Source: an optimization exercise on an open RTL-to-GDS flow (aim: small area and a short achievable clock period). Production flows keep margins and buffers that such runs may drop. In this exercise RTL edits were held to simulation tests only and were not proved equivalent to the original. The clock port is modelled as an ideal driver; clocking choices that lean on that would not hold on a real chip. Power is estimated from default activity; no workload was simulated.

<file path="flow/config.mk">
export PLATFORM = sky130hd
export DESIGN_NAME = booth_mul_top
export DESIGN_NICKNAME = booth_mul_top
export VERILOG_FILES = /design/flow/design.v
export SDC_FILE = /design/flow/constraint.sdc
export NUM_CORES = 4
export LEC_CHECK = 0
export ABC_AREA = 1
export CAP_MARGIN = 20
export CORE_MARGIN = 2
export CORE_UTILIZATION = 50
export CTS_BUF_LIST = sky130_fd_sc_hd__clkbuf_8
export HOLD_SLACK_MARGIN = 0.05
export SLEW_MARGIN = 70
export SYNTH_HIERARCHICAL = 1
export SYNTH_MINIMUM_KEEP_SIZE = 0
</file>
<file path="flow/constraint.sdc">
create_clock -name core_clock -period 12.2 [get_ports {clk}]
set_input_delay 2.4400 -clock core_clock [delete_from_list [all_inputs] [get_ports {clk}]]
set_output_delay 2.4400 -clock core_clock [all_outputs]
set_load 0.01 [all_outputs]
</file>
<file path="flow/design.v">
module booth_mul_top(clk, A, B, m, ov);
	input clk;
	input [15:0] A, B;
	output reg [30:0] m;
	output reg ov;
	reg [15:0] a_q, b_q;
	wire [30:0] m_w;
	wire ov_w;
	BoothMUL mul(.A(a_q), .B(b_q), .m(m_w), .ov(ov_w));
	always @(posedge clk) begin
		a_q <= A;
		b_q <= B;
		m <= m_w;
		ov <= ov_w;
	end
endmodule

module FA(a, b, c, cout, sum);
	input a, b, c;
	output cout, sum;
	assign {cout, sum} = a + b + c;
endmodule
module HA(a, b, cout, sum);
	input a, b;
	output cout, sum;
	assign {cout, sum} = a + b;
endmodule
module BoothMUL(A, B, m, ov);
	input [15:0] A, B;
	output [30:0] m;
	output ov;
	wire s1;
	wire c2;
	wire s3;
	wire c4;
	wire s5;
	wire c6;
	wire s7;
	wire c8;
	wire s9;
	wire c10;
	wire s11;
	wire c12;
	wire s13;
	wire c14;
	wire s15;
	wire c16;
	wire s17;
	wire c18;
	wire s19;
	wire c20;
	wire s21;
	wire c22;
	wire s23;
	wire c24;
	wire s25;
	wire c26;
	wire s27;
	wire c28;
	wire s29;
	wire c30;
	wire s31;
	wire c32;
	wire s33;
	wire c34;
	wire s35;
	wire c36;
	wire s37;
	wire c38;
	wire s39;
	wire c40;
	wire s41;
	wire c42;
	wire s43;
	wire c44;
	wire s45;
	wire c46;
	wire s47;
	wire c48;
	wire s49;
	wire c50;
	wire s51;
	wire c52;
	wire s53;
	wire c54;
	wire s55;
	wire c56;
	wire s57;
	wire c58;
	wire s59;
	wire c60;
	wire s61;
	wire c62;
	wire s63;
	wire c64;
	wire s65;
	wire c66;
	wire s67;
	wire c68;
	wire s69;
	wire c70;
	wire s71;
	wire c72;
	wire s73;
	wire c74;
	wire s75;
	wire c76;
	wire s77;
	wire c78;
	wire s79;
	wire c80;
	wire s81;
	wire c82;
	wire s83;
	wire c84;
	wire s85;
	wire c86;
	wire s87;
	wire c88;
	wire s89;
	wire c90;
	wire s91;
	wire c92;
	wire s93;
	wire c94;
	wire s95;
	wire c96;
	wire s97;
	wire c98;
	wire s99;
	wire c100;
	wire s101;
	wire c102;
	wire s103;
	wire c104;
	wire s105;
	wire c106;
	wire s107;
	wire c108;
	wire s109;
	wire c110;
	wire s111;
	wire c112;
	wire s113;
	wire c114;
	wire s115;
	wire c116;
	wire s117;
	wire c118;
	wire s119;
	wire c120;
	wire s121;
	wire c122;
	wire s123;
	wire c124;
	wire s125;
	wire c126;
	wire s127;
	wire c128;
	wire s129;
	wire c130;
	wire s131;
	wire c132;
	wire s133;
	wire c134;
	wire s135;
	wire c136;
	wire s137;
	wire c138;
	wire s139;
	wire c140;
	wire s141;
	wire c142;
	wire s143;
	wire c144;
	wire s145;
	wire c146;
	wire s147;
	wire c148;
	wire s149;
	wire c150;
	wire s151;
	wire c152;
	wire s153;
	wire c154;
	wire s155;
	wire c156;
	wire s157;
	wire c158;
	wire s159;
	wire c160;
	wire s161;
	wire c162;
	wire s163;
	wire c164;
	wire s165;
	wire c166;
	wire s167;
	wire c168;
	wire s169;
	wire c170;
	wire s171;
	wire c172;
	wire s173;
	wire c174;
	wire s175;
	wire c176;
	wire s177;
	wire c178;
	wire s179;
	wire c180;
	wire s181;
	wire c182;
	wire s183;
	wire c184;
	wire s185;
	wire c186;
	wire s187;
	wire c188;
	wire s189;
	wire c190;
	wire s191;
	wire c192;
	wire s193;
	wire c194;
	wire s195;
	wire c196;
	wire s197;
	wire c198;
	wire s199;
	wire c200;
	wire s201;
	wire c202;
	wire s203;
	wire c204;
	wire s205;
	wire c206;
	wire s207;
	wire c208;
	wire s209;
	wire c210;
	wire s211;
	wire c212;
	wire s213;
	wire c214;
	wire s215;
	wire c216;
	wire s217;
	wire c218;
	wire s219;
	wire c220;
	wire s221;
	wire c222;
	wire s223;
	wire c224;
	wire neg0 = B[1];
	wire one0 = B[0] ^ 1'b0;
	wire two0 = (B[1] & ~B[0] & ~1'b0) | (~B[1] & B[0] & 1'b0);
	wire negz0 = B[1] & ~(B[0] & 1'b0);
	wire [15:0] x0 = A ^ {16{negz0}};
	wire pp0_0 = (one0 & x0[0]) | (two0 & negz0);
	wire pp0_1 = (one0 & x0[1]) | (two0 & x0[0]);
	wire pp0_2 = (one0 & x0[2]) | (two0 & x0[1]);
	wire pp0_3 = (one0 & x0[3]) | (two0 & x0[2]);
	wire pp0_4 = (one0 & x0[4]) | (two0 & x0[3]);
	wire pp0_5 = (one0 & x0[5]) | (two0 & x0[4]);
	wire pp0_6 = (one0 & x0[6]) | (two0 & x0[5]);
	wire pp0_7 = (one0 & x0[7]) | (two0 & x0[6]);
	wire pp0_8 = (one0 & x0[8]) | (two0 & x0[7]);
	wire pp0_9 = (one0 & x0[9]) | (two0 & x0[8]);
	wire pp0_10 = (one0 & x0[10]) | (two0 & x0[9]);
	wire pp0_11 = (one0 & x0[11]) | (two0 & x0[10]);
	wire pp0_12 = (one0 & x0[12]) | (two0 & x0[11]);
	wire pp0_13 = (one0 & x0[13]) | (two0 & x0[12]);
	wire pp0_14 = (one0 & x0[14]) | (two0 & x0[13]);
	wire pp0_15 = (one0 & x0[15]) | (two0 & x0[14]);
	wire pp0_16 = ~((one0 | two0) & x0[15]);
	wire neg1 = B[3];
	wire one1 = B[2] ^ B[1];
	wire two1 = (B[3] & ~B[2] & ~B[1]) | (~B[3] & B[2] & B[1]);
	wire negz1 = B[3] & ~(B[2] & B[1]);
	wire [15:0] x1 = A ^ {16{negz1}};
	wire pp1_0 = (one1 & x1[0]) | (two1 & negz1);
	wire pp1_1 = (one1 & x1[1]) | (two1 & x1[0]);
	wire pp1_2 = (one1 & x1[2]) | (two1 & x1[1]);
	wire pp1_3 = (one1 & x1[3]) | (two1 & x1[2]);
	wire pp1_4 = (one1 & x1[4]) | (two1 & x1[3]);
	wire pp1_5 = (one1 & x1[5]) | (two1 & x1[4]);
	wire pp1_6 = (one1 & x1[6]) | (two1 & x1[5]);
	wire pp1_7 = (one1 & x1[7]) | (two1 & x1[6]);
	wire pp1_8 = (one1 & x1[8]) | (two1 & x1[7]);
	wire pp1_9 = (one1 & x1[9]) | (two1 & x1[8]);
	wire pp1_10 = (one1 & x1[10]) | (two1 & x1[9]);
	wire pp1_11 = (one1 & x1[11]) | (two1 & x1[10]);
	wire pp1_12 = (one1 & x1[12]) | (two1 & x1[11]);
	wire pp1_13 = (one1 & x1[13]) | (two1 & x1[12]);
	wire pp1_14 = (one1 & x1[14]) | (two1 & x1[13]);
	wire pp1_15 = (one1 & x1[15]) | (two1 & x1[14]);
	wire pp1_16 = ~((one1 | two1) & x1[15]);
	wire neg2 = B[5];
	wire one2 = B[4] ^ B[3];
	wire two2 = (B[5] & ~B[4] & ~B[3]) | (~B[5] & B[4] & B[3]);
	wire negz2 = B[5] & ~(B[4] & B[3]);
	wire [15:0] x2 = A ^ {16{negz2}};
	wire pp2_0 = (one2 & x2[0]) | (two2 & negz2);
	wire pp2_1 = (one2 & x2[1]) | (two2 & x2[0]);
	wire pp2_2 = (one2 & x2[2]) | (two2 & x2[1]);
	wire pp2_3 = (one2 & x2[3]) | (two2 & x2[2]);
	wire pp2_4 = (one2 & x2[4]) | (two2 & x2[3]);
	wire pp2_5 = (one2 & x2[5]) | (two2 & x2[4]);
	wire pp2_6 = (one2 & x2[6]) | (two2 & x2[5]);
	wire pp2_7 = (one2 & x2[7]) | (two2 & x2[6]);
	wire pp2_8 = (one2 & x2[8]) | (two2 & x2[7]);
	wire pp2_9 = (one2 & x2[9]) | (two2 & x2[8]);
	wire pp2_10 = (one2 & x2[10]) | (two2 & x2[9]);
	wire pp2_11 = (one2 & x2[11]) | (two2 & x2[10]);
	wire pp2_12 = (one2 & x2[12]) | (two2 & x2[11]);
	wire pp2_13 = (one2 & x2[13]) | (two2 & x2[12]);
	wire pp2_14 = (one2 & x2[14]) | (two2 & x2[13]);
	wire pp2_15 = (one2 & x2[15]) | (two2 & x2[14]);
	wire pp2_16 = ~((one2 | two2) & x2[15]);
	wire neg3 = B[7];
	wire one3 = B[6] ^ B[5];
	wire two3 = (B[7] & ~B[6] & ~B[5]) | (~B[7] & B[6] & B[5]);
	wire negz3 = B[7] & ~(B[6] & B[5]);
	wire [15:0] x3 = A ^ {16{negz3}};
	wire pp3_0 = (one3 & x3[0]) | (two3 & negz3);
	wire pp3_1 = (one3 & x3[1]) | (two3 & x3[0]);
	wire pp3_2 = (one3 & x3[2]) | (two3 & x3[1]);
	wire pp3_3 = (one3 & x3[3]) | (two3 & x3[2]);
	wire pp3_4 = (one3 & x3[4]) | (two3 & x3[3]);
	wire pp3_5 = (one3 & x3[5]) | (two3 & x3[4]);
	wire pp3_6 = (one3 & x3[6]) | (two3 & x3[5]);
	wire pp3_7 = (one3 & x3[7]) | (two3 & x3[6]);
	wire pp3_8 = (one3 & x3[8]) | (two3 & x3[7]);
	wire pp3_9 = (one3 & x3[9]) | (two3 & x3[8]);
	wire pp3_10 = (one3 & x3[10]) | (two3 & x3[9]);
	wire pp3_11 = (one3 & x3[11]) | (two3 & x3[10]);
	wire pp3_12 = (one3 & x3[12]) | (two3 & x3[11]);
	wire pp3_13 = (one3 & x3[13]) | (two3 & x3[12]);
	wire pp3_14 = (one3 & x3[14]) | (two3 & x3[13]);
	wire pp3_15 = (one3 & x3[15]) | (two3 & x3[14]);
	wire pp3_16 = ~((one3 | two3) & x3[15]);
	wire neg4 = B[9];
	wire one4 = B[8] ^ B[7];
	wire two4 = (B[9] & ~B[8] & ~B[7]) | (~B[9] & B[8] & B[7]);
	wire negz4 = B[9] & ~(B[8] & B[7]);
	wire [15:0] x4 = A ^ {16{negz4}};
	wire pp4_0 = (one4 & x4[0]) | (two4 & negz4);
	wire pp4_1 = (one4 & x4[1]) | (two4 & x4[0]);
	wire pp4_2 = (one4 & x4[2]) | (two4 & x4[1]);
	wire pp4_3 = (one4 & x4[3]) | (two4 & x4[2]);
	wire pp4_4 = (one4 & x4[4]) | (two4 & x4[3]);
	wire pp4_5 = (one4 & x4[5]) | (two4 & x4[4]);
	wire pp4_6 = (one4 & x4[6]) | (two4 & x4[5]);
	wire pp4_7 = (one4 & x4[7]) | (two4 & x4[6]);
	wire pp4_8 = (one4 & x4[8]) | (two4 & x4[7]);
	wire pp4_9 = (one4 & x4[9]) | (two4 & x4[8]);
	wire pp4_10 = (one4 & x4[10]) | (two4 & x4[9]);
	wire pp4_11 = (one4 & x4[11]) | (two4 & x4[10]);
	wire pp4_12 = (one4 & x4[12]) | (two4 & x4[11]);
	wire pp4_13 = (one4 & x4[13]) | (two4 & x4[12]);
	wire pp4_14 = (one4 & x4[14]) | (two4 & x4[13]);
	wire pp4_15 = (one4 & x4[15]) | (two4 & x4[14]);
	wire pp4_16 = ~((one4 | two4) & x4[15]);
	wire neg5 = B[11];
	wire one5 = B[10] ^ B[9];
	wire two5 = (B[11] & ~B[10] & ~B[9]) | (~B[11] & B[10] & B[9]);
	wire negz5 = B[11] & ~(B[10] & B[9]);
	wire [15:0] x5 = A ^ {16{negz5}};
	wire pp5_0 = (one5 & x5[0]) | (two5 & negz5);
	wire pp5_1 = (one5 & x5[1]) | (two5 & x5[0]);
	wire pp5_2 = (one5 & x5[2]) | (two5 & x5[1]);
	wire pp5_3 = (one5 & x5[3]) | (two5 & x5[2]);
	wire pp5_4 = (one5 & x5[4]) | (two5 & x5[3]);
	wire pp5_5 = (one5 & x5[5]) | (two5 & x5[4]);
	wire pp5_6 = (one5 & x5[6]) | (two5 & x5[5]);
	wire pp5_7 = (one5 & x5[7]) | (two5 & x5[6]);
	wire pp5_8 = (one5 & x5[8]) | (two5 & x5[7]);
	wire pp5_9 = (one5 & x5[9]) | (two5 & x5[8]);
	wire pp5_10 = (one5 & x5[10]) | (two5 & x5[9]);
	wire pp5_11 = (one5 & x5[11]) | (two5 & x5[10]);
	wire pp5_12 = (one5 & x5[12]) | (two5 & x5[11]);
	wire pp5_13 = (one5 & x5[13]) | (two5 & x5[12]);
	wire pp5_14 = (one5 & x5[14]) | (two5 & x5[13]);
	wire pp5_15 = (one5 & x5[15]) | (two5 & x5[14]);
	wire pp5_16 = ~((one5 | two5) & x5[15]);
	wire neg6 = B[13];
	wire one6 = B[12] ^ B[11];
	wire two6 = (B[13] & ~B[12] & ~B[11]) | (~B[13] & B[12] & B[11]);
	wire negz6 = B[13] & ~(B[12] & B[11]);
	wire [15:0] x6 = A ^ {16{negz6}};
	wire pp6_0 = (one6 & x6[0]) | (two6 & negz6);
	wire pp6_1 = (one6 & x6[1]) | (two6 & x6[0]);
	wire pp6_2 = (one6 & x6[2]) | (two6 & x6[1]);
	wire pp6_3 = (one6 & x6[3]) | (two6 & x6[2]);
	wire pp6_4 = (one6 & x6[4]) | (two6 & x6[3]);
	wire pp6_5 = (one6 & x6[5]) | (two6 & x6[4]);
	wire pp6_6 = (one6 & x6[6]) | (two6 & x6[5]);
	wire pp6_7 = (one6 & x6[7]) | (two6 & x6[6]);
	wire pp6_8 = (one6 & x6[8]) | (two6 & x6[7]);
	wire pp6_9 = (one6 & x6[9]) | (two6 & x6[8]);
	wire pp6_10 = (one6 & x6[10]) | (two6 & x6[9]);
	wire pp6_11 = (one6 & x6[11]) | (two6 & x6[10]);
	wire pp6_12 = (one6 & x6[12]) | (two6 & x6[11]);
	wire pp6_13 = (one6 & x6[13]) | (two6 & x6[12]);
	wire pp6_14 = (one6 & x6[14]) | (two6 & x6[13]);
	wire pp6_15 = (one6 & x6[15]) | (two6 & x6[14]);
	wire pp6_16 = ~((one6 | two6) & x6[15]);
	wire neg7 = B[15];
	wire one7 = B[14] ^ B[13];
	wire two7 = (B[15] & ~B[14] & ~B[13]) | (~B[15] & B[14] & B[13]);
	wire negz7 = B[15] & ~(B[14] & B[13]);
	wire [15:0] x7 = A ^ {16{negz7}};
	wire pp7_0 = (one7 & x7[0]) | (two7 & negz7);
	wire pp7_1 = (one7 & x7[1]) | (two7 & x7[0]);
	wire pp7_2 = (one7 & x7[2]) | (two7 & x7[1]);
	wire pp7_3 = (one7 & x7[3]) | (two7 & x7[2]);
	wire pp7_4 = (one7 & x7[4]) | (two7 & x7[3]);
	wire pp7_5 = (one7 & x7[5]) | (two7 & x7[4]);
	wire pp7_6 = (one7 & x7[6]) | (two7 & x7[5]);
	wire pp7_7 = (one7 & x7[7]) | (two7 & x7[6]);
	wire pp7_8 = (one7 & x7[8]) | (two7 & x7[7]);
	wire pp7_9 = (one7 & x7[9]) | (two7 & x7[8]);
	wire pp7_10 = (one7 & x7[10]) | (two7 & x7[9]);
	wire pp7_11 = (one7 & x7[11]) | (two7 & x7[10]);
	wire pp7_12 = (one7 & x7[12]) | (two7 & x7[11]);
	wire pp7_13 = (one7 & x7[13]) | (two7 & x7[12]);
	wire pp7_14 = (one7 & x7[14]) | (two7 & x7[13]);
	wire pp7_15 = (one7 & x7[15]) | (two7 & x7[14]);
	wire pp7_16 = ~((one7 | two7) & x7[15]);
	HA ha2(.a(negz5), .b(pp0_10), .cout(c2), .sum(s1));
	HA ha4(.a(pp0_11), .b(pp1_9), .cout(c4), .sum(s3));
	FA fa6(.a(negz6), .b(pp0_12), .c(pp1_10), .cout(c6), .sum(s5));
	HA ha8(.a(pp2_8), .b(pp3_6), .cout(c8), .sum(s7));
	FA fa10(.a(pp0_13), .b(pp1_11), .c(pp2_9), .cout(c10), .sum(s9));
	HA ha12(.a(pp3_7), .b(pp4_5), .cout(c12), .sum(s11));
	FA fa14(.a(negz7), .b(pp0_14), .c(pp1_12), .cout(c14), .sum(s13));
	FA fa16(.a(pp2_10), .b(pp3_8), .c(pp4_6), .cout(c16), .sum(s15));
	HA ha18(.a(pp5_4), .b(pp6_2), .cout(c18), .sum(s17));
	FA fa20(.a(pp0_15), .b(pp1_13), .c(pp2_11), .cout(c20), .sum(s19));
	FA fa22(.a(pp3_9), .b(pp4_7), .c(pp5_5), .cout(c22), .sum(s21));
	HA ha24(.a(pp6_3), .b(pp7_1), .cout(c24), .sum(s23));
	assign s25 = ~(pp0_16 ^ pp1_14);
	assign c26 = pp0_16 | pp1_14;
	FA fa28(.a(pp2_12), .b(pp3_10), .c(pp4_8), .cout(c28), .sum(s27));
	FA fa30(.a(pp5_6), .b(pp6_4), .c(pp7_2), .cout(c30), .sum(s29));
	assign s31 = ~(pp1_15 ^ pp2_13);
	assign c32 = pp1_15 | pp2_13;
	FA fa34(.a(pp3_11), .b(pp4_9), .c(pp5_7), .cout(c34), .sum(s33));
	HA ha36(.a(pp6_5), .b(pp7_3), .cout(c36), .sum(s35));
	FA fa38(.a(pp1_16), .b(pp2_14), .c(pp3_12), .cout(c38), .sum(s37));
	FA fa40(.a(pp4_10), .b(pp5_8), .c(pp6_6), .cout(c40), .sum(s39));
	assign s41 = ~(pp2_15 ^ pp3_13);
	assign c42 = pp2_15 | pp3_13;
	HA ha44(.a(pp4_11), .b(pp5_9), .cout(c44), .sum(s43));
	FA fa46(.a(pp2_16), .b(pp3_14), .c(pp4_12), .cout(c46), .sum(s45));
	assign s47 = ~pp3_15;
	assign c48 = pp3_15;
	HA ha50(.a(negz3), .b(pp0_6), .cout(c50), .sum(s49));
	HA ha52(.a(pp0_7), .b(pp1_5), .cout(c52), .sum(s51));
	FA fa54(.a(negz4), .b(pp0_8), .c(pp1_6), .cout(c54), .sum(s53));
	HA ha56(.a(pp2_4), .b(pp3_2), .cout(c56), .sum(s55));
	FA fa58(.a(pp0_9), .b(pp1_7), .c(pp2_5), .cout(c58), .sum(s57));
	HA ha60(.a(pp3_3), .b(pp4_1), .cout(c60), .sum(s59));
	FA fa62(.a(pp1_8), .b(pp2_6), .c(pp3_4), .cout(c62), .sum(s61));
	FA fa64(.a(pp4_2), .b(pp5_0), .c(s1), .cout(c64), .sum(s63));
	FA fa66(.a(pp2_7), .b(pp3_5), .c(pp4_3), .cout(c66), .sum(s65));
	FA fa68(.a(pp5_1), .b(c2), .c(s3), .cout(c68), .sum(s67));
	FA fa70(.a(pp4_4), .b(pp5_2), .c(pp6_0), .cout(c70), .sum(s69));
	FA fa72(.a(c4), .b(s7), .c(s5), .cout(c72), .sum(s71));
	FA fa74(.a(pp5_3), .b(pp6_1), .c(c8), .cout(c74), .sum(s73));
	FA fa76(.a(s11), .b(c6), .c(s9), .cout(c76), .sum(s75));
	FA fa78(.a(pp7_0), .b(c12), .c(s17), .cout(c78), .sum(s77));
	FA fa80(.a(c10), .b(s13), .c(s15), .cout(c80), .sum(s79));
	FA fa82(.a(c18), .b(s23), .c(c14), .cout(c82), .sum(s81));
	FA fa84(.a(c16), .b(s19), .c(s21), .cout(c84), .sum(s83));
	FA fa86(.a(c24), .b(c20), .c(c22), .cout(c86), .sum(s85));
	FA fa88(.a(s25), .b(s27), .c(s29), .cout(c88), .sum(s87));
	FA fa90(.a(s35), .b(c26), .c(c28), .cout(c90), .sum(s89));
	FA fa92(.a(c30), .b(s31), .c(s33), .cout(c92), .sum(s91));
	FA fa94(.a(pp7_4), .b(c36), .c(c32), .cout(c94), .sum(s93));
	FA fa96(.a(c34), .b(s37), .c(s39), .cout(c96), .sum(s95));
	FA fa98(.a(pp6_7), .b(pp7_5), .c(s43), .cout(c98), .sum(s97));
	FA fa100(.a(c38), .b(c40), .c(s41), .cout(c100), .sum(s99));
	FA fa102(.a(pp5_10), .b(pp6_8), .c(pp7_6), .cout(c102), .sum(s101));
	FA fa104(.a(c44), .b(c42), .c(s45), .cout(c104), .sum(s103));
	FA fa106(.a(pp4_13), .b(pp5_11), .c(pp6_9), .cout(c106), .sum(s105));
	FA fa108(.a(pp7_7), .b(s47), .c(c46), .cout(c108), .sum(s107));
	FA fa110(.a(pp3_16), .b(pp4_14), .c(pp5_12), .cout(c110), .sum(s109));
	FA fa112(.a(pp6_10), .b(pp7_8), .c(c48), .cout(c112), .sum(s111));
	assign s113 = ~(pp4_15 ^ pp5_13);
	assign c114 = pp4_15 | pp5_13;
	HA ha116(.a(pp6_11), .b(pp7_9), .cout(c116), .sum(s115));
	FA fa118(.a(pp4_16), .b(pp5_14), .c(pp6_12), .cout(c118), .sum(s117));
	assign s119 = ~pp5_15;
	assign c120 = pp5_15;
	HA ha122(.a(negz2), .b(pp0_4), .cout(c122), .sum(s121));
	HA ha124(.a(pp0_5), .b(pp1_3), .cout(c124), .sum(s123));
	FA fa126(.a(pp1_4), .b(pp2_2), .c(pp3_0), .cout(c126), .sum(s125));
	FA fa128(.a(pp2_3), .b(pp3_1), .c(c50), .cout(c128), .sum(s127));
	FA fa130(.a(pp4_0), .b(c52), .c(s55), .cout(c130), .sum(s129));
	FA fa132(.a(c56), .b(s59), .c(c54), .cout(c132), .sum(s131));
	FA fa134(.a(c60), .b(c58), .c(s61), .cout(c134), .sum(s133));
	FA fa136(.a(c62), .b(s65), .c(c64), .cout(c136), .sum(s135));
	FA fa138(.a(c66), .b(s69), .c(c68), .cout(c138), .sum(s137));
	FA fa140(.a(c70), .b(s73), .c(c72), .cout(c140), .sum(s139));
	FA fa142(.a(c74), .b(s77), .c(c76), .cout(c142), .sum(s141));
	FA fa144(.a(c78), .b(c80), .c(s81), .cout(c144), .sum(s143));
	FA fa146(.a(c82), .b(c84), .c(s85), .cout(c146), .sum(s145));
	FA fa148(.a(c86), .b(c88), .c(s89), .cout(c148), .sum(s147));
	FA fa150(.a(c90), .b(c92), .c(s93), .cout(c150), .sum(s149));
	FA fa152(.a(s97), .b(c94), .c(c96), .cout(c152), .sum(s151));
	FA fa154(.a(s101), .b(c98), .c(c100), .cout(c154), .sum(s153));
	FA fa156(.a(c102), .b(s105), .c(c104), .cout(c156), .sum(s155));
	FA fa158(.a(c106), .b(s109), .c(s111), .cout(c158), .sum(s157));
	FA fa160(.a(s115), .b(c110), .c(s113), .cout(c160), .sum(s159));
	FA fa162(.a(pp7_10), .b(c116), .c(c114), .cout(c162), .sum(s161));
	FA fa164(.a(pp6_13), .b(pp7_11), .c(s119), .cout(c164), .sum(s163));
	FA fa166(.a(pp5_16), .b(pp6_14), .c(pp7_12), .cout(c166), .sum(s165));
	assign s167 = ~pp6_15;
	assign c168 = pp6_15;
	HA ha170(.a(negz1), .b(pp0_2), .cout(c170), .sum(s169));
	HA ha172(.a(pp0_3), .b(pp1_1), .cout(c172), .sum(s171));
	FA fa174(.a(pp1_2), .b(pp2_0), .c(s121), .cout(c174), .sum(s173));
	FA fa176(.a(pp2_1), .b(c122), .c(s123), .cout(c176), .sum(s175));
	FA fa178(.a(c124), .b(s49), .c(s125), .cout(c178), .sum(s177));
	FA fa180(.a(s51), .b(c126), .c(s127), .cout(c180), .sum(s179));
	FA fa182(.a(s53), .b(c128), .c(s129), .cout(c182), .sum(s181));
	FA fa184(.a(s57), .b(c130), .c(s131), .cout(c184), .sum(s183));
	FA fa186(.a(s63), .b(c132), .c(s133), .cout(c186), .sum(s185));
	FA fa188(.a(s67), .b(c134), .c(s135), .cout(c188), .sum(s187));
	FA fa190(.a(s71), .b(c136), .c(s137), .cout(c190), .sum(s189));
	FA fa192(.a(s75), .b(c138), .c(s139), .cout(c192), .sum(s191));
	FA fa194(.a(s79), .b(c140), .c(s141), .cout(c194), .sum(s193));
	FA fa196(.a(s83), .b(c142), .c(s143), .cout(c196), .sum(s195));
	FA fa198(.a(s87), .b(c144), .c(s145), .cout(c198), .sum(s197));
	FA fa200(.a(s91), .b(c146), .c(s147), .cout(c200), .sum(s199));
	FA fa202(.a(s95), .b(c148), .c(s149), .cout(c202), .sum(s201));
	FA fa204(.a(s99), .b(c150), .c(s151), .cout(c204), .sum(s203));
	FA fa206(.a(s103), .b(c152), .c(s153), .cout(c206), .sum(s205));
	FA fa208(.a(s107), .b(c154), .c(s155), .cout(c208), .sum(s207));
	FA fa210(.a(c108), .b(s157), .c(c156), .cout(c210), .sum(s209));
	FA fa212(.a(c112), .b(s159), .c(c158), .cout(c212), .sum(s211));
	FA fa214(.a(s117), .b(c160), .c(s161), .cout(c214), .sum(s213));
	FA fa216(.a(c118), .b(s163), .c(c162), .cout(c216), .sum(s215));
	FA fa218(.a(c120), .b(s165), .c(c164), .cout(c218), .sum(s217));
	FA fa220(.a(pp7_13), .b(s167), .c(c166), .cout(c220), .sum(s219));
	FA fa222(.a(pp6_16), .b(pp7_14), .c(c168), .cout(c222), .sum(s221));
	assign s223 = ~pp7_15;
	assign c224 = pp7_15;
	wire [31:0] X = {1'b1, pp7_16, s223, s221, s219, s217, c214, s213, s211, s209, c206, c204, c202, c200, c198, c196, c194, c192, c190, c188, c186, c184, c182, c180, c178, c176, c174, c172, c170, pp1_0, pp0_1, negz0};
	wire [31:0] Y = {1'b0, c224, c222, c220, c218, c216, s215, c212, c210, c208, s207, s205, s203, s201, s199, s197, s195, s193, s191, s189, s187, s185, s183, s181, s179, s177, s175, s173, s171, s169, 1'b0, pp0_0};
	wire [31:0] P;
	wire [31:0] g, p;
	HA pg0(.a(X[0]), .b(Y[0]), .cout(g[0]), .sum(p[0]));
	assign g[1] = 1'b0;
	assign p[1] = pp0_1;
	HA pg2(.a(X[2]), .b(Y[2]), .cout(g[2]), .sum(p[2]));
	HA pg3(.a(X[3]), .b(Y[3]), .cout(g[3]), .sum(p[3]));
	HA pg4(.a(X[4]), .b(Y[4]), .cout(g[4]), .sum(p[4]));
	HA pg5(.a(X[5]), .b(Y[5]), .cout(g[5]), .sum(p[5]));
	HA pg6(.a(X[6]), .b(Y[6]), .cout(g[6]), .sum(p[6]));
	HA pg7(.a(X[7]), .b(Y[7]), .cout(g[7]), .sum(p[7]));
	HA pg8(.a(X[8]), .b(Y[8]), .cout(g[8]), .sum(p[8]));
	HA pg9(.a(X[9]), .b(Y[9]), .cout(g[9]), .sum(p[9]));
	HA pg10(.a(X[10]), .b(Y[10]), .cout(g[10]), .sum(p[10]));
	HA pg11(.a(X[11]), .b(Y[11]), .cout(g[11]), .sum(p[11]));
	HA pg12(.a(X[12]), .b(Y[12]), .cout(g[12]), .sum(p[12]));
	HA pg13(.a(X[13]), .b(Y[13]), .cout(g[13]), .sum(p[13]));
	HA pg14(.a(X[14]), .b(Y[14]), .cout(g[14]), .sum(p[14]));
	HA pg15(.a(X[15]), .b(Y[15]), .cout(g[15]), .sum(p[15]));
	HA pg16(.a(X[16]), .b(Y[16]), .cout(g[16]), .sum(p[16]));
	HA pg17(.a(X[17]), .b(Y[17]), .cout(g[17]), .sum(p[17]));
	HA pg18(.a(X[18]), .b(Y[18]), .cout(g[18]), .sum(p[18]));
	HA pg19(.a(X[19]), .b(Y[19]), .cout(g[19]), .sum(p[19]));
	HA pg20(.a(X[20]), .b(Y[20]), .cout(g[20]), .sum(p[20]));
	HA pg21(.a(X[21]), .b(Y[21]), .cout(g[21]), .sum(p[21]));
	HA pg22(.a(X[22]), .b(Y[22]), .cout(g[22]), .sum(p[22]));
	HA pg23(.a(X[23]), .b(Y[23]), .cout(g[23]), .sum(p[23]));
	HA pg24(.a(X[24]), .b(Y[24]), .cout(g[24]), .sum(p[24]));
	HA pg25(.a(X[25]), .b(Y[25]), .cout(g[25]), .sum(p[25]));
	HA pg26(.a(X[26]), .b(Y[26]), .cout(g[26]), .sum(p[26]));
	HA pg27(.a(X[27]), .b(Y[27]), .cout(g[27]), .sum(p[27]));
	HA pg28(.a(X[28]), .b(Y[28]), .cout(g[28]), .sum(p[28]));
	HA pg29(.a(X[29]), .b(Y[29]), .cout(g[29]), .sum(p[29]));
	HA pg30(.a(X[30]), .b(Y[30]), .cout(g[30]), .sum(p[30]));
	assign g[31] = 1'b0;
	assign p[31] = ~1'b0;
	assign G225 = g[1] | (p[1] & g[0]);
	assign Pq226 = p[1] & p[0];
	assign G227 = g[3] | (p[3] & g[2]);
	assign Pq228 = p[3] & p[2];
	assign G229 = g[5] | (p[5] & g[4]);
	assign Pq230 = p[5] & p[4];
	assign G231 = g[7] | (p[7] & g[6]);
	assign Pq232 = p[7] & p[6];
	assign G233 = g[9] | (p[9] & g[8]);
	assign Pq234 = p[9] & p[8];
	assign G235 = g[11] | (p[11] & g[10]);
	assign Pq236 = p[11] & p[10];
	assign G237 = g[13] | (p[13] & g[12]);
	assign Pq238 = p[13] & p[12];
	assign G239 = g[15] | (p[15] & g[14]);
	assign Pq240 = p[15] & p[14];
	assign G241 = g[17] | (p[17] & g[16]);
	assign Pq242 = p[17] & p[16];
	assign G243 = g[19] | (p[19] & g[18]);
	assign Pq244 = p[19] & p[18];
	assign G245 = g[21] | (p[21] & g[20]);
	assign Pq246 = p[21] & p[20];
	assign G247 = g[23] | (p[23] & g[22]);
	assign Pq248 = p[23] & p[22];
	assign G249 = g[25] | (p[25] & g[24]);
	assign Pq250 = p[25] & p[24];
	assign G251 = g[27] | (p[27] & g[26]);
	assign Pq252 = p[27] & p[26];
	assign G253 = g[29] | (p[29] & g[28]);
	assign Pq254 = p[29] & p[28];
	assign G255 = g[31] | (p[31] & g[30]);
	assign Pq256 = p[31] & p[30];
	assign G257 = g[2] | (p[2] & G225);
	assign Pq258 = p[2] & Pq226;
	assign G259 = G227 | (Pq228 & G225);
	assign Pq260 = Pq228 & Pq226;
	assign G261 = g[6] | (p[6] & G229);
	assign Pq262 = p[6] & Pq230;
	assign G263 = G231 | (Pq232 & G229);
	assign Pq264 = Pq232 & Pq230;
	assign G265 = g[10] | (p[10] & G233);
	assign Pq266 = p[10] & Pq234;
	assign G267 = G235 | (Pq236 & G233);
	assign Pq268 = Pq236 & Pq234;
	assign G269 = g[14] | (p[14] & G237);
	assign Pq270 = p[14] & Pq238;
	assign G271 = G239 | (Pq240 & G237);
	assign Pq272 = Pq240 & Pq238;
	assign G273 = g[18] | (p[18] & G241);
	assign Pq274 = p[18] & Pq242;
	assign G275 = G243 | (Pq244 & G241);
	assign Pq276 = Pq244 & Pq242;
	assign G277 = g[22] | (p[22] & G245);
	assign Pq278 = p[22] & Pq246;
	assign G279 = G247 | (Pq248 & G245);
	assign Pq280 = Pq248 & Pq246;
	assign G281 = g[26] | (p[26] & G249);
	assign Pq282 = p[26] & Pq250;
	assign G283 = G251 | (Pq252 & G249);
	assign Pq284 = Pq252 & Pq250;
	assign G285 = g[30] | (p[30] & G253);
	assign Pq286 = p[30] & Pq254;
	assign G287 = G255 | (Pq256 & G253);
	assign Pq288 = Pq256 & Pq254;
	assign G289 = g[4] | (p[4] & G259);
	assign Pq290 = p[4] & Pq260;
	assign G291 = G229 | (Pq230 & G259);
	assign Pq292 = Pq230 & Pq260;
	assign G293 = G261 | (Pq262 & G259);
	assign Pq294 = Pq262 & Pq260;
	assign G295 = G263 | (Pq264 & G259);
	assign Pq296 = Pq264 & Pq260;
	assign G297 = g[12] | (p[12] & G267);
	assign Pq298 = p[12] & Pq268;
	assign G299 = G237 | (Pq238 & G267);
	assign Pq300 = Pq238 & Pq268;
	assign G301 = G269 | (Pq270 & G267);
	assign Pq302 = Pq270 & Pq268;
	assign G303 = G271 | (Pq272 & G267);
	assign Pq304 = Pq272 & Pq268;
	assign G305 = g[20] | (p[20] & G275);
	assign Pq306 = p[20] & Pq276;
	assign G307 = G245 | (Pq246 & G275);
	assign Pq308 = Pq246 & Pq276;
	assign G309 = G277 | (Pq278 & G275);
	assign Pq310 = Pq278 & Pq276;
	assign G311 = G279 | (Pq280 & G275);
	assign Pq312 = Pq280 & Pq276;
	assign G313 = g[28] | (p[28] & G283);
	assign Pq314 = p[28] & Pq284;
	assign G315 = G253 | (Pq254 & G283);
	assign Pq316 = Pq254 & Pq284;
	assign G317 = G285 | (Pq286 & G283);
	assign Pq318 = Pq286 & Pq284;
	assign G319 = G287 | (Pq288 & G283);
	assign Pq320 = Pq288 & Pq284;
	assign G321 = g[8] | (p[8] & G295);
	assign Pq322 = p[8] & Pq296;
	assign G323 = G233 | (Pq234 & G295);
	assign Pq324 = Pq234 & Pq296;
	assign G325 = G265 | (Pq266 & G295);
	assign Pq326 = Pq266 & Pq296;
	assign G327 = G267 | (Pq268 & G295);
	assign Pq328 = Pq268 & Pq296;
	assign G329 = G297 | (Pq298 & G295);
	assign Pq330 = Pq298 & Pq296;
	assign G331 = G299 | (Pq300 & G295);
	assign Pq332 = Pq300 & Pq296;
	assign G333 = G301 | (Pq302 & G295);
	assign Pq334 = Pq302 & Pq296;
	assign G335 = G303 | (Pq304 & G295);
	assign Pq336 = Pq304 & Pq296;
	assign G337 = g[24] | (p[24] & G311);
	assign Pq338 = p[24] & Pq312;
	assign G339 = G249 | (Pq250 & G311);
	assign Pq340 = Pq250 & Pq312;
	assign G341 = G281 | (Pq282 & G311);
	assign Pq342 = Pq282 & Pq312;
	assign G343 = G283 | (Pq284 & G311);
	assign Pq344 = Pq284 & Pq312;
	assign G345 = G313 | (Pq314 & G311);
	assign Pq346 = Pq314 & Pq312;
	assign G347 = G315 | (Pq316 & G311);
	assign Pq348 = Pq316 & Pq312;
	assign G349 = G317 | (Pq318 & G311);
	assign Pq350 = Pq318 & Pq312;
	assign G351 = G319 | (Pq320 & G311);
	assign Pq352 = Pq320 & Pq312;
	assign G353 = g[16] | (p[16] & G335);
	assign Pq354 = p[16] & Pq336;
	assign G355 = G241 | (Pq242 & G335);
	assign Pq356 = Pq242 & Pq336;
	assign G357 = G273 | (Pq274 & G335);
	assign Pq358 = Pq274 & Pq336;
	assign G359 = G275 | (Pq276 & G335);
	assign Pq360 = Pq276 & Pq336;
	assign G361 = G305 | (Pq306 & G335);
	assign Pq362 = Pq306 & Pq336;
	assign G363 = G307 | (Pq308 & G335);
	assign Pq364 = Pq308 & Pq336;
	assign G365 = G309 | (Pq310 & G335);
	assign Pq366 = Pq310 & Pq336;
	assign G367 = G311 | (Pq312 & G335);
	assign Pq368 = Pq312 & Pq336;
	assign G369 = G337 | (Pq338 & G335);
	assign Pq370 = Pq338 & Pq336;
	assign G371 = G339 | (Pq340 & G335);
	assign Pq372 = Pq340 & Pq336;
	assign G373 = G341 | (Pq342 & G335);
	assign Pq374 = Pq342 & Pq336;
	assign G375 = G343 | (Pq344 & G335);
	assign Pq376 = Pq344 & Pq336;
	assign G377 = G345 | (Pq346 & G335);
	assign Pq378 = Pq346 & Pq336;
	assign G379 = G347 | (Pq348 & G335);
	assign Pq380 = Pq348 & Pq336;
	assign G381 = G349 | (Pq350 & G335);
	assign Pq382 = Pq350 & Pq336;
	assign G383 = G351 | (Pq352 & G335);
	assign Pq384 = Pq352 & Pq336;
	assign P[0] = p[0];
	assign P[1] = p[1] ^ g[0];
	assign P[2] = p[2] ^ G225;
	assign P[3] = p[3] ^ G257;
	assign P[4] = p[4] ^ G259;
	assign P[5] = p[5] ^ G289;
	assign P[6] = p[6] ^ G291;
	assign P[7] = p[7] ^ G293;
	assign P[8] = p[8] ^ G295;
	assign P[9] = p[9] ^ G321;
	assign P[10] = p[10] ^ G323;
	assign P[11] = p[11] ^ G325;
	assign P[12] = p[12] ^ G327;
	assign P[13] = p[13] ^ G329;
	assign P[14] = p[14] ^ G331;
	assign P[15] = p[15] ^ G333;
	assign P[16] = p[16] ^ G335;
	assign P[17] = p[17] ^ G353;
	assign P[18] = p[18] ^ G355;
	assign P[19] = p[19] ^ G357;
	assign P[20] = p[20] ^ G359;
	assign P[21] = p[21] ^ G361;
	assign P[22] = p[22] ^ G363;
	assign P[23] = p[23] ^ G365;
	assign P[24] = p[24] ^ G367;
	assign P[25] = p[25] ^ G369;
	assign P[26] = p[26] ^ G371;
	assign P[27] = p[27] ^ G373;
	assign P[28] = p[28] ^ G375;
	assign P[29] = p[29] ^ G377;
	assign P[30] = p[30] ^ G379;
	assign P[31] = p[31] ^ G381;
	assign m = P[30:0];
	assign ov = ~P[31];
endmodule
</file>
<file path="flow/flow/run.sh">
#!/bin/bash
# The standard layout (standard.sh, unchanged synthesis) with three changes:
# - the port buffers use sky130_fd_sc_hd__buf_1 (every port still gets one);
# - after clock tree synthesis, flow/skew.tcl delays the clock of the output
#   registers m and ov whose data paths are long, by a short chain of clock
#   delay cells (useful skew for the register-to-register path through the
#   multiplier); flow/skew_cells.txt sets the chains;
# - the repair after global routing aims for the setup slack in
#   flow/grt_margin.txt (flow/grt.tcl).
export BUFFER_PORTS_ARGS="-buffer_cell sky130_fd_sc_hd__buf_1"
export POST_CTS_TCL="$PWD/flow/skew.tcl"
export SKEW_FILE="$PWD/flow/skew_cells.txt"
export PRE_GLOBAL_ROUTE_TCL="$PWD/flow/grt.tcl"
export GRT_MARGIN_FILE="$PWD/flow/grt_margin.txt"
bash standard.sh > standard.log 2>&1
</file>
<file path="flow/flow/grt.tcl">
# PRE_GLOBAL_ROUTE_TCL hook: the repair_timing run after global routing aims
# for the setup slack in flow/grt_margin.txt (ns) instead of 0, so that it
# resizes and buffers the longest paths further. The clock and constraints
# are unchanged.
set f [open $::env(GRT_MARGIN_FILE)]
set ::env(SETUP_SLACK_MARGIN) [string trim [read $f]]
close $f
puts "grt: setup slack margin $::env(SETUP_SLACK_MARGIN)"
</file>
<file path="flow/flow/grt_margin.txt">
8.2
</file>
<file path="flow/flow/skew.tcl">
set f [open $::env(SKEW_FILE)]
set lines [split [string trim [read $f]] "\n"]
close $f
set max_slack [lindex $lines 0]
set tiers [lrange $lines 1 end]
set_propagated_clock [all_clocks]
estimate_parasitics -placement
set groups [dict create]
foreach c [all_registers -cells] {
  set name [get_full_name $c]
  if {![regexp {^(m\[[0-9]+\]|ov)\$} $name]} { continue }
  set d [get_pins $name/D]
  set smax [get_property $d slack_max]
  set smin [get_property $d slack_min]
  set tier -1
  if {$smax < $max_slack} {
    for {set t 0} {$t < [llength $tiers]} {incr t} {
      if {$smin > [lindex [lindex $tiers $t] 0]} { set tier $t; break }
    }
  }
  puts "skew: $name setup slack $smax hold slack $smin tier $tier"
  if {$tier < 0} { continue }
  set net [get_full_name [get_nets -of_objects [get_pins $name/CLK]]]
  dict lappend groups "$net $tier" "$name/CLK"
}
set k 0
dict for {key pins} $groups {
  lassign $key netname tier
  puts "skew: net $netname tier $tier drives [llength $pins] output registers"
  set cur $netname
  foreach cell [split [lindex [lindex $tiers $tier] 1] ","] {
    insert_buffer -buffer_cell $cell -net [get_nets $cur] -load_pins [get_pins $pins] -buffer_name "skew_buf_$k"
    incr k
    set cur [get_full_name [get_nets -of_objects [get_pins [lindex $pins 0]]]]
  }
}
detailed_placement
check_placement -verbose
estimate_parasitics -placement
report_clock_skew
report_checks -path_delay max -digits 3
report_checks -path_delay min -digits 3
</file>
<file path="flow/flow/skew_cells.txt">
8.3
0.9 sky130_fd_sc_hd__clkdlybuf4s50_1,sky130_fd_sc_hd__clkdlybuf4s25_1,sky130_fd_sc_hd__clkbuf_4
</file>
<file path="flow/standard.sh">
#!/bin/bash
# synth_recipe.tcl (not shown) runs the flow's synth.tcl, then flattens the netlist and writes it again
# the make line also repeats each setting of config.mk as NAME=value (left out here)
make -C /OpenROAD-flow-scripts/flow DESIGN_CONFIG=/design/flow/config.mk WORK_HOME=/design/flow/orfs CLKGATE_MAP_FILE= SYNTH_SCRIPT=/design/flow/synth_recipe.tcl "${@:-finish}"
</file>
==> flow_summary.toml, run 1 <==
[sta]
finalCritPeriodShare = 0.339
setup_tns_ns = 0
fin_crit_ns = 4.14
hold_viol = 0
timing.fmax_mhz = 242
worst_slack_ns = 8.06
clock_skew_ns = 0.879
final-setup-viol-count = 0
rsz0062_at_grt = "yes"
slew_headroom = 0.727
fin_hold_ws_ns = 0.120
slew_viol_final = 0
worst_pin_slew_ns = 0.407

[global_routing]
grt_max_degree = 22
grt_pass1_vias = 6164
antenna_found_initial = 0
track_usage = 0.233
grt_pass1_wl_microns = 29900
overflow = 0

[placed_design]
gp_congestion = 0.926
dp_slack_ns = 7.35
io_buffers = 64
hpwl_microns = 14600
dp_cells = 1080

[cells_and_area]
areaGrowthSynthToFinish_pct = 11.5
n_antenna_cell = 0
final-instance-count-excl-fill = 1113
fin_nets = 1103
drive_gt1_frac = 0.158

[synth]
synth.area.top_cells = "fa_1 23%, dfxtp_1 17%, xnor2_1 12%, ha_1 10%, o22ai_1 9.5%"
synth-edff-count = 0
ys_seq_area_frac = 0.169
synth_top_family_by_area = "adder cells"
synth-adder-area-share = 0.334
synth.avg_cell_area_sq_um = 8.86
yosysWarningCount = 167
synth_cells = 856
synth_xor_area_frac = 0.161
synth_common_cells = "123 x nand2_1, 115 x o22ai_1, 105 x xnor2_1, 87 x fa_1, 76 x inv_1"
synth_top_area_share = 0.230
yosys.area_share.simple = 0.127
async_flop_share = 0
ys_seq_elements = 64
synth_cell_types = 35
yosys.area.top_type = "fa_1"
yosysMostFrequentCell = "nand2_1"
synth_compound_area_frac = 0.132
synth_fp_nets = 1039
syn_area_sq_mm = 0.00758
synthMuxAreaShare = 0
ys.flop_type = "dfxtp_1"

[detailed_routing]
wire_per_inst_microns = 16.5
ant_nets = 0
vias = 6206
drt-initial-drc-count = 425
drcViolationCount = 0
drt_pre_antenna_iters = 5
vias_per_cell = 5.58
wl_microns = 18400

[power_and_ir_drop]
irDropWorstVdd_v = 0.000211
cellLeakagePower_uw = 0.00373
p_per_area_mw_per_mm2 = 313

[critical_path]
cp.buffers_inverters = 1
crit_family = "flip-flops"
worstPathCellList = "buf_6"
cp_max_fo = 1
cp_slowest_cell = "dfxtp_2"
crit_path_max_incr_delay_ns = 0.34
critPathKind = "register to output pin"
cp-end-kind = "output pin"
worstPathRequired_ns = 9.76
arrival_ns = 1.70
cp-start-kind = "register"

[run]
drv_cap = 0

[cts]
clkLatencyLatePin_ns = 1.25
clkSlewWorstSetupHoldPaths_ns = 0.11
tritoncts = "done"
cts.sinks = 64

[floorplan]
die-area_sq_mm = 0.0162
ios = 65
initial_utilization = 0.505
die_h_microns = 127
core_sq_mm = 0.0150
core.rowCount = 45
chipWidth_microns = 127

[outcome]
status = "finished clean"

[worst_hold_path]
min_path_type = "register to register"
## modules after synthesis, one instance, submodules excluded
module / cells inside / cell area (sq um) / flip-flops and latches / times used
FA: 1 / 20.0 / 0 / 87
booth_mul_top: 64 / 1280 / 64 / 1
HA: 1 / 12.5 / 0 / 47
BoothMUL: 658 / 3970 / 0 / 1
## report_power, final
part	total [uW]	internal (uW)	switching (uW)
sequential	336	305	31.6
clock	246	137	109
combinational	2060	837	1220
## sequential cells by signal, summed over array words and instances (netlist names)
register / flops
b_q: 16
m: 31
a_q: 16
ov: 1
## cell usage in the layout, fill, tap and decap left out, types with 13 or more instances in the layout
master   netlist  layout
a21oi_1       23      20
buf_1          0      43
buf_6          3      16
dfxtp_1       64      41
dfxtp_2        0      22
fa_1          87      87
ha_1          63      63
inv_1         76      67
inv_2         13      22
nand2_1      123     121
nand2_2       12      13
nand3_1       25      25
nor2_1        27      27
o22ai_1      115     113
xnor2_1      105     105
xor2_1        34      33
## per-stage QoR
stage                util  instance area (sq um)  total power, uW
finish              0.562                   8450             2640
global route        0.562                   8450             2990
detailed placement  0.528                   7940             2350
global placement    0.519                   7810             2300
floorplan               -                   7580             1980
## final timing paths
check | start | endpoint | slack, ns | depth (start not counted)
min | b_q[14] | ov | 0.12 | 6
min reg2reg | b_q[14] | ov | 0.12 | 6
max | m[24] | m[24] | 8.06 | 1
max reg2reg | b_q[5] | m[17] | 8.37 | 20
## final cells by class, clock buffers not listed
class                   count  area (sq um)
fillers                  1375          6580
multi-input cells         662          5770
flip-flops and latches     64          1310
repair buffers             84           512
inverters                  90           339
well taps                 188           235
clock inverters             7          78.8
## per-layer routing
layer  vias to the layer above  share of wire  global-route usage
li1                       2978              -                   -
met1                      2976           0.42               0.284
met2                       218           0.49               0.402
met3                        34          0.068              0.0595
met4                         0          0.022              0.0834
met5                         -              0                   0
## logic make-up (layout without fill, tap and decap cells)
logic type      Yosys count  in the layout
simple gates            210            210
compound gates          163            163
fa+ha+maj               150            150
xor+xnor                139            139
buf+inv                 130            199
flops                    64             64
==> inputs of run 2 (changes only) <==
==> flow/flow/grt_margin.txt (replaced) <==
8.5
==> flow_summary.toml, run 2 <==
[outcome]
status = "finished clean"

[detailed_routing]
ant_nets = 0
wire_per_inst_microns = 17.1
drt_pre_antenna_iters = 5
wl_microns = 19300
drt-initial-drc-count = 471
vias_per_cell = 5.62
vias = 6356
drcViolationCount = 0

[cells_and_area]
n_antenna_cell = 0
largest-register = "m"
utilization = 0.595
top_regs = "m: 31 flops, a_q: 16 flops, b_q: 16 flops"
drive_gt1_frac = 0.227
final-instance-count-excl-fill = 1130
areaGrowthSynthToFinish_pct = 17.9
fin_nets = 1120
final_cell_mix = "117 x nand2_1, 104 x o22ai_1, 95 x xnor2_1"
final_common_cell = "nand2_1"
largest_register_ffs = 31

[synth]
async_flop_share = 0
synth_cells = 856
ys.flop_type = "dfxtp_1"
synth_fp_nets = 1039
synth_common_cells = "123 x nand2_1, 115 x o22ai_1, 105 x xnor2_1, 87 x fa_1, 76 x inv_1"
yosys.area.top_type = "fa_1"
yosysWarningCount = 167
synth.avg_cell_area_sq_um = 8.86
ys_seq_area_frac = 0.169
yosysMostFrequentCell = "nand2_1"
synth_cell_types = 35
synth.area.top_cells = "fa_1 23%, dfxtp_1 17%, xnor2_1 12%, ha_1 10%, o22ai_1 9.5%"
ys_seq_elements = 64
synth_top_area_share = 0.230
synth-edff-count = 0
syn_area_sq_mm = 0.00758

[global_routing]
antenna_found_initial = 0
use_met3 = 0.0595
overflow = 0
met1_usage = 0.284
grt_pass1_wl_microns = 29900
grt_pass1_vias = 6164
grt_util_met2 = 0.402
busiest_layer = "met2"
grt_max_degree = 22
track_usage = 0.233

[critical_path]
crit_family = "flip-flops"
worstPathRequired_ns = 9.76
cp_slowest_cell = "dfxtp_2"
r2r-end = "m[29]"
r2r-start = "b_q[13]"
setup.worst_path.start = "m[24]"
cp-start-kind = "register"
cp_max_fo = 1
arrival_ns = 1.70
cp-end-kind = "output pin"
rrSetupSlack_ns = 8.57
crit_path_max_incr_delay_ns = 0.34
critPathKind = "register to output pin"
worstPathCellList = "buf_6"
cp.buffers_inverters = 1
r2r_cells = 21

[sta]
worst_slack_ns = 8.06
slew_headroom = 0.705
clock_skew_ns = 0.879
final-setup-viol-count = 0
rsz0062_at_grt = "yes"
setup_tns_ns = 0
worst_pin_slew_ns = 0.442
slew_viol_final = 0
hold_viol = 0
fin_crit_ns = 4.14
timing.fmax_mhz = 241
finalCritPeriodShare = 0.339

[cts]
clkSlewWorstSetupHoldPaths_ns = 0.11
tritoncts = "done"
clkLatencyLatePin_ns = 1.25
cts.sinks = 64

[floorplan]
die_h_microns = 127
core.rowCount = 45
initial_utilization = 0.505
chipWidth_microns = 127
core_sq_mm = 0.0150
ios = 65
die-area_sq_mm = 0.0162

[worst_hold_path]
hp-start = "b_q[14]"
min_to = "ov"
min_path_type = "register to register"
hold-path-cell-count = 6

[placed_design]
dp_slack_ns = 7.35
gp_congestion = 0.926
io_buffers = 64
dp_cells = 1080
hpwl_microns = 14600

[power_and_ir_drop]
finalPower_uw = 2920
p_per_area_mw_per_mm2 = 327
irDropWorstVdd_v = 0.000333
cellLeakagePower_uw = 0.00390

[run]
drv_cap = 0
run 2: layer usage:
metal  part of all wire  vias up  wire (microns)
li1                   -     3011               -
met1               0.41     3068            7980
met2               0.50      224            9620
met3              0.059       53            1150
met4              0.029        0             561
met5                  0        -               0
run 2: how the worst max path moves through the flow:
stage / endpoint / slack, ns / depth (start not counted)
floorplan: m[17] / 7.77 / 20
global placement: m[17] / 7.02 / 16
detailed placement: m[17] / 7.35 / 19
global route: m[29] / 7.98 / 1
finish: m[24] / 8.06 / 1
run 2: power by group:
part / leakage [uW] / internal, uW / switching [uW] / total, uW
sequential: 0.000541 / 305 / 32.4 / 337
clock: 0.000129 / 136 / 110 / 247
combinational: 0.00323 / 1010 / 1320 / 2340
total: 0.00390 / 1460 / 1460 / 2920
run 2: cell type report, clock buffers not listed:
cell class	instances	area (sq um)
Tap cell	188	235
Multi-Input combinational cell	663	6060
Fill cell	1322	6090
Sequential cell	64	1320
Timing Repair Buffer	100	702
Inverter	90	342
Clock inverter	7	78.8
run 2: cells by family after synthesis:
kind of cell / count (synthesis) / synth area share
AO/OA/AOI/OAI: 163 / 0.132
XOR/XNOR: 139 / 0.161
adder cells (fa/ha/maj): 150 / 0.334
buffers and inverters: 130 / 0.0777
flip-flops: 64 / 0.169
AND/OR/NAND/NOR: 210 / 0.127
run 2: through the flow:
step	cell area (sq um)	hold WS, ns
after floorplan	7580	0.568
after global routing	8940	0.127
after detailed placement	7940	0.774
after global placement	7810	0.950
final	8940	0.116
run 2: tightest hold or removal path, delay by kind of cell, from the launching register on:
kind            cells  cell delay, ns
fa+ha+maj           2            0.34
compound gates      1            0.05
simple gates        3            0.21
flops               1            0.36
run 2: per-module statistics from Yosys (local to each module, per instance):
module | cells inside | cell area, sq um | flip-flops and latches
booth_mul_top | 64 | 1280 | 64
BoothMUL | 658 | 3970 | 0
FA | 1 | 20.0 | 0
HA | 1 | 12.5 | 0
==> inputs of run 3 (changes only) <==
==> flow/flow/run.sh (replaced) <==
#!/bin/bash
# The standard layout (standard.sh, unchanged synthesis) with two changes:
# - the port buffers use sky130_fd_sc_hd__buf_1 (every port still gets one);
# - after clock tree synthesis, flow/skew.tcl delays the clock of the output
#   registers m and ov whose data paths are long, by a short chain of clock
#   delay cells (useful skew for the register-to-register path through the
#   multiplier).
export BUFFER_PORTS_ARGS="-buffer_cell sky130_fd_sc_hd__buf_1"
export POST_CTS_TCL="$PWD/flow/skew.tcl"
bash standard.sh > standard.log 2>&1
==> flow/flow/skew.tcl (replaced) <==
# POST_CTS_TCL hook: useful skew for the register-to-register path through
# the multiplier. The clock of the output registers (m, ov) whose data paths
# are long is delayed by a short chain of clock delay cells, so that the path
# a_q/b_q -> m gets more time. The output ports, which m and ov drive, lose the
# same time. The delay is chosen to balance the two: the worst slack of the
# internal paths and of the output ports come out about equal. A register
# whose shortest path is short (small hold slack) gets a shorter chain.
# Every cell added is a clock buffer or delay cell on the clock net; the
# registers themselves are untouched.
set_propagated_clock [all_clocks]
estimate_parasitics -placement

set P "sky130_fd_sc_hd__"
# chains and their approximate added delay (ns), shortest first
set chains [list \
  [list 0.33 [list ${P}clkdlybuf4s18_1 ${P}clkbuf_4]] \
  [list 0.38 [list ${P}clkdlybuf4s25_1 ${P}clkbuf_4]] \
  [list 0.58 [list ${P}clkdlybuf4s50_1 ${P}clkbuf_4]] \
  [list 0.82 [list ${P}clkdlybuf4s50_1 ${P}clkdlybuf4s18_1 ${P}clkbuf_4]] \
  [list 0.87 [list ${P}clkdlybuf4s50_1 ${P}clkdlybuf4s25_1 ${P}clkbuf_4]] \
  [list 1.10 [list ${P}clkdlybuf4s50_1 ${P}clkdlybuf4s50_1 ${P}clkbuf_4]] \
  [list 1.39 [list ${P}clkdlybuf4s50_1 ${P}clkdlybuf4s50_1 ${P}clkdlybuf4s25_1 ${P}clkbuf_4]] \
]

proc worst {args} {
  set p [find_timing_paths {*}$args -path_delay max]
  return [get_property [lindex $p 0] slack]
}
set s_out [worst -to [all_outputs]]
set s_in [worst -from [all_inputs]]
puts "skew: before: output slack $s_out input slack $s_in"

set regs {}
foreach c [all_registers -cells] {
  set name [get_full_name $c]
  if {![regexp {^(m\[[0-9]+\]|ov)\$} $name]} { continue }
  set d [get_pins $name/D]
  lappend regs [list $name [get_property $d slack_max] [get_property $d slack_min]]
}
set s_int 1e9
foreach r $regs { if {[lindex $r 1] < $s_int} { set s_int [lindex $r 1] } }
puts "skew: before: internal slack $s_int"

set best -1
set best_ws -1e9
for {set i 0} {$i < [llength $chains]} {incr i} {
  set dly [lindex [lindex $chains $i] 0]
  set ws [expr {$s_out - $dly}]
  foreach r $regs {
    lassign $r name smax smin
    # registers that gain nothing keep their clock
    if {$smax >= $s_out - $dly} { continue }
    set ws [expr {min($ws, $smax + $dly)}]
  }
  puts "skew: chain $i (+$dly ns) predicted worst slack $ws"
  if {$ws > $best_ws} { set best_ws $ws; set best $i }
}
set dly [lindex [lindex $chains $best] 0]
puts "skew: using chain $best (+$dly ns)"

set groups [dict create]
foreach r $regs {
  lassign $r name smax smin
  if {$smax >= $s_out - $dly} { continue }
  # longest chain up to the chosen one that the hold slack allows
  set tier -1
  for {set i $best} {$i >= 0} {incr i -1} {
    if {[lindex [lindex $chains $i] 0] < $smin + 0.1} { set tier $i; break }
  }
  puts "skew: $name setup slack $smax hold slack $smin chain $tier"
  if {$tier < 0} { continue }
  set net [get_full_name [get_nets -of_objects [get_pins $name/CLK]]]
  dict lappend groups "$net $tier" "$name/CLK"
}
set k 0
dict for {key pins} $groups {
  lassign $key netname tier
  puts "skew: net $netname chain $tier drives [llength $pins] output registers"
  set cur $netname
  foreach cell [lindex [lindex $chains $tier] 1] {
    insert_buffer -buffer_cell $cell -net [get_nets $cur] -load_pins [get_pins $pins] -buffer_name "skew_buf_$k"
    incr k
    set cur [get_full_name [get_nets -of_objects [get_pins [lindex $pins 0]]]]
  }
}
detailed_placement
check_placement -verbose
estimate_parasitics -placement
puts "skew: after: output slack [worst -to [all_outputs]] internal slack [worst -from [all_registers -clock_pins] -to [all_registers -data_pins]]"
report_clock_skew
report_checks -path_delay min -digits 3
removed: flow/flow/grt.tcl
removed: flow/flow/grt_margin.txt
removed: flow/flow/skew_cells.txt
==> flow_summary.toml, run 3 <==
[synth]
async_flop_share = 0
synth_top_area_share = 0.230
synth_common_cells = "123 x nand2_1, 115 x o22ai_1, 105 x xnor2_1, 87 x fa_1, 76 x inv_1"
synth_fp_nets = 1039
synth_cell_types = 35
yosys.area.top_type = "fa_1"
yosysMostFrequentCell = "nand2_1"
synth_cells = 856
synth.avg_cell_area_sq_um = 8.86
yosysWarningCount = 167
syn_area_sq_mm = 0.00758
ys_seq_area_frac = 0.169
synth-edff-count = 0
synth.area.top_cells = "fa_1 23%, dfxtp_1 17%, xnor2_1 12%, ha_1 10%, o22ai_1 9.5%"
ys.flop_type = "dfxtp_1"
ys_seq_elements = 64

[cells_and_area]
areaGrowthSynthToFinish_pct = 8.41
final_area_sq_mm = 0.00822
top_regs = "m: 31 flops, a_q: 16 flops, b_q: 16 flops"
drive_gt1_frac = 0.109
fin_nets = 1095
final_common_cell = "nand2_1"
largest-register = "m"
n_antenna_cell = 0
largest_register_ffs = 31
final_cell_mix = "122 x nand2_1, 115 x o22ai_1, 105 x xnor2_1"

[critical_path]
rrSetupSlack_ns = 8.11
r2r-start = "b_q[1]"
worst-path-stages = 1
crit_family = "flip-flops"
r2r-end = "m[17]"
r2r_cells = 19
crit_end = "m[24]"
cp_slowest_cell = "dfxtp_1"
cp-start-kind = "register"
cp_max_fo = 1
worstPathCellList = "buf_1"
cp.buffers_inverters = 1
arrival_ns = 1.68
crit_path_max_incr_delay_ns = 0.34
critPathKind = "register to output pin"
worstPathRequired_ns = 9.76
cp-end-kind = "output pin"
setup.worst_path.start = "m[24]"

[global_routing]
antenna_found_initial = 0
grt_pass1_vias = 6172
overflow = 0
track_usage = 0.234
grt_pass1_wl_microns = 30000
grt_max_degree = 22

[detailed_routing]
wire_per_inst_microns = 16.5
drcViolationCount = 0
vias = 6136
drt_pre_antenna_iters = 5
drt-initial-drc-count = 458
wl_microns = 18200
vias_per_cell = 5.55
ant_nets = 0

[floorplan]
chipWidth_microns = 127
die_h_microns = 127
core.rowCount = 45
ios = 65
core_sq_mm = 0.0150
initial_utilization = 0.505
die-area_sq_mm = 0.0162

[power_and_ir_drop]
pwr-share-seq = 0.129
p_int_uw = 1230
power_switching_share = 0.522
irDropWorstVdd_v = 0.000211
p_clk_frac = 0.095
finalPower_uw = 2580
cellLeakagePower_uw = 0.00359
p_switching_uw = 1350
pwr-share-comb = 0.776
p_per_area_mw_per_mm2 = 313

[sta]
hold_viol = 0
slew_viol_final = 0
clock_skew_ns = 0.820
timing.fmax_mhz = 243
rsz0062_at_grt = "no"
fin_crit_ns = 4.12
slew_headroom = 0.731
worst_pin_slew_ns = 0.403
finalCritPeriodShare = 0.338
setup_tns_ns = 0
final-setup-viol-count = 0

[cts]
tritoncts = "done"
clkSlewWorstSetupHoldPaths_ns = 0.10
clkLatencyLatePin_ns = 1.19
cts.sinks = 64

[placed_design]
placed_area_sq_mm = 0.00794
gp_congestion = 0.926
io_buffers = 64
hpwl_microns = 14600

[outcome]
status = "finished clean"

[run]
drv_cap = 0

[worst_hold_path]
min_path_type = "register to register"
[run 3: cell counts after synthesis]
Identical to the previous run, type by type.
[run 3: cells by family after synthesis]
group | count (synthesis) | synth area share
buf+inv | 130 | 0.0777
fa+ha+maj | 150 | 0.334
flops | 64 | 0.169
compound gates | 163 | 0.132
simple gates | 210 | 0.127
xor+xnor | 139 | 0.161
[run 3: routing by layer]
metal	up-vias	wire [microns]	GRT usage
met5	-	0	0
met4	0	396	0.0821
met3	33	1280	0.0599
met2	222	8930	0.404
met1	2912	7600	0.285
li1	2969	-	-
[run 3: Yosys stat by module (local to each module, per instance)]
module,cell area [sq um],times used
BoothMUL,3970,1
FA,20.0,87
HA,12.5,47
booth_mul_top,1280,1
[run 3: final cells by class, clock buffers not listed]
type                            count  area, sq um
Inverter                           90          339
Timing Repair Buffer               76          330
Tap cell                          188          235
Clock inverter                      7         78.8
Multi-Input combinational cell    662         5730
Sequential cell                    64         1300
Fill cell                        1395         6810
[run 3: worst min-delay path by stage]
| stage | from | to | slack (ns) | cells after the start |
|---|---|---|---|---|
| 2_1_floorplan | b_q[1] | m[0] | 0.57 | 2 |
| 5_1_grt | b_q[14] | ov | 0.19 | 6 |
| 6_report | b_q[14] | ov | 0.18 | 6 |
| 3_3_place_gp | a_q[0] | m[1] | 0.95 | 2 |
| 3_5_place_dp | b_q[1] | m[0] | 0.77 | 1 |
[run 3: through the flow]
step | setup slack, ns | hold WS [ns] | util | cells
3_5_place_dp | 7.35 | 0.774 | 0.528 | 1080
3_3_place_gp | 7.02 | 0.950 | 0.519 | 1068
6_report | 8.08 | 0.181 | 0.547 | 1105
2_1_floorplan | 7.77 | 0.568 | - | 856
5_1_grt | 7.89 | 0.186 | 0.547 | 1105
[run 3: power by group through the flow]
stage | registers, uW | logic [uW] | clock network [uW]
2_1_floorplan | 350 | 1630 | 0
3_3_place_gp | 334 | 1970 | 0
3_5_place_dp | 336 | 2010 | 0
5_1_grt | 335 | 2320 | 265
6_report | 331 | 2000 | 246
[run 3: worst reg2reg max path, cell delays in order, from the launching register on]
cell and delay (ns):
dfxtp_4 0.45, ha_1 0.28, nor2_4 0.31, buf_4 0.26, xnor2_1 0.17, o22ai_1 0.13
fa_1 0.42, fa_1 0.44, fa_1 0.53, fa_1 0.43, ha_1 0.35, nand2_1 0.14
inv_1 0.05, nand2_1 0.06, nand2_1 0.05, a21oi_2 0.15, nand2_4 0.16, ha_1 0.22
nor2_1 0.11, xnor2_1 0.12

[afterwards: timing with drivers on the ports]
No port has a modelled driver above. Below, the same layouts with a new extraction and two added sets of constraints. Step 1, drivers: a clkbuf_16 drives clk and a buf_2 each remaining input, both assumed. Step 2, shift: input delay + t, output delay - t, t = (earliest + latest rising clock arrival at the registers) / 2. This alone moves slack from input paths to output paths. Slacks: no drivers / after step 1 / after step 2; pairs: no drivers / after step 1.
run | shift t [ns] | slack for setup (ns) | latest minus earliest clock arrival (ns) | cell pins on the clock port's net
run 1 | 0.843 | 8.063 / 8.025 / 8.371 | 0.879 / 0.879 | 1
run 2 | 0.849 | 8.059 / 8.021 / 8.570 | 0.879 / 0.879 | 1
run 3 | 0.807 | 8.081 / 8.044 / 8.110 | 0.835 / 0.836 | 1
In every run listed the clock reaches the registers at very different times; t lies between them, and the last value is a rough guide only.
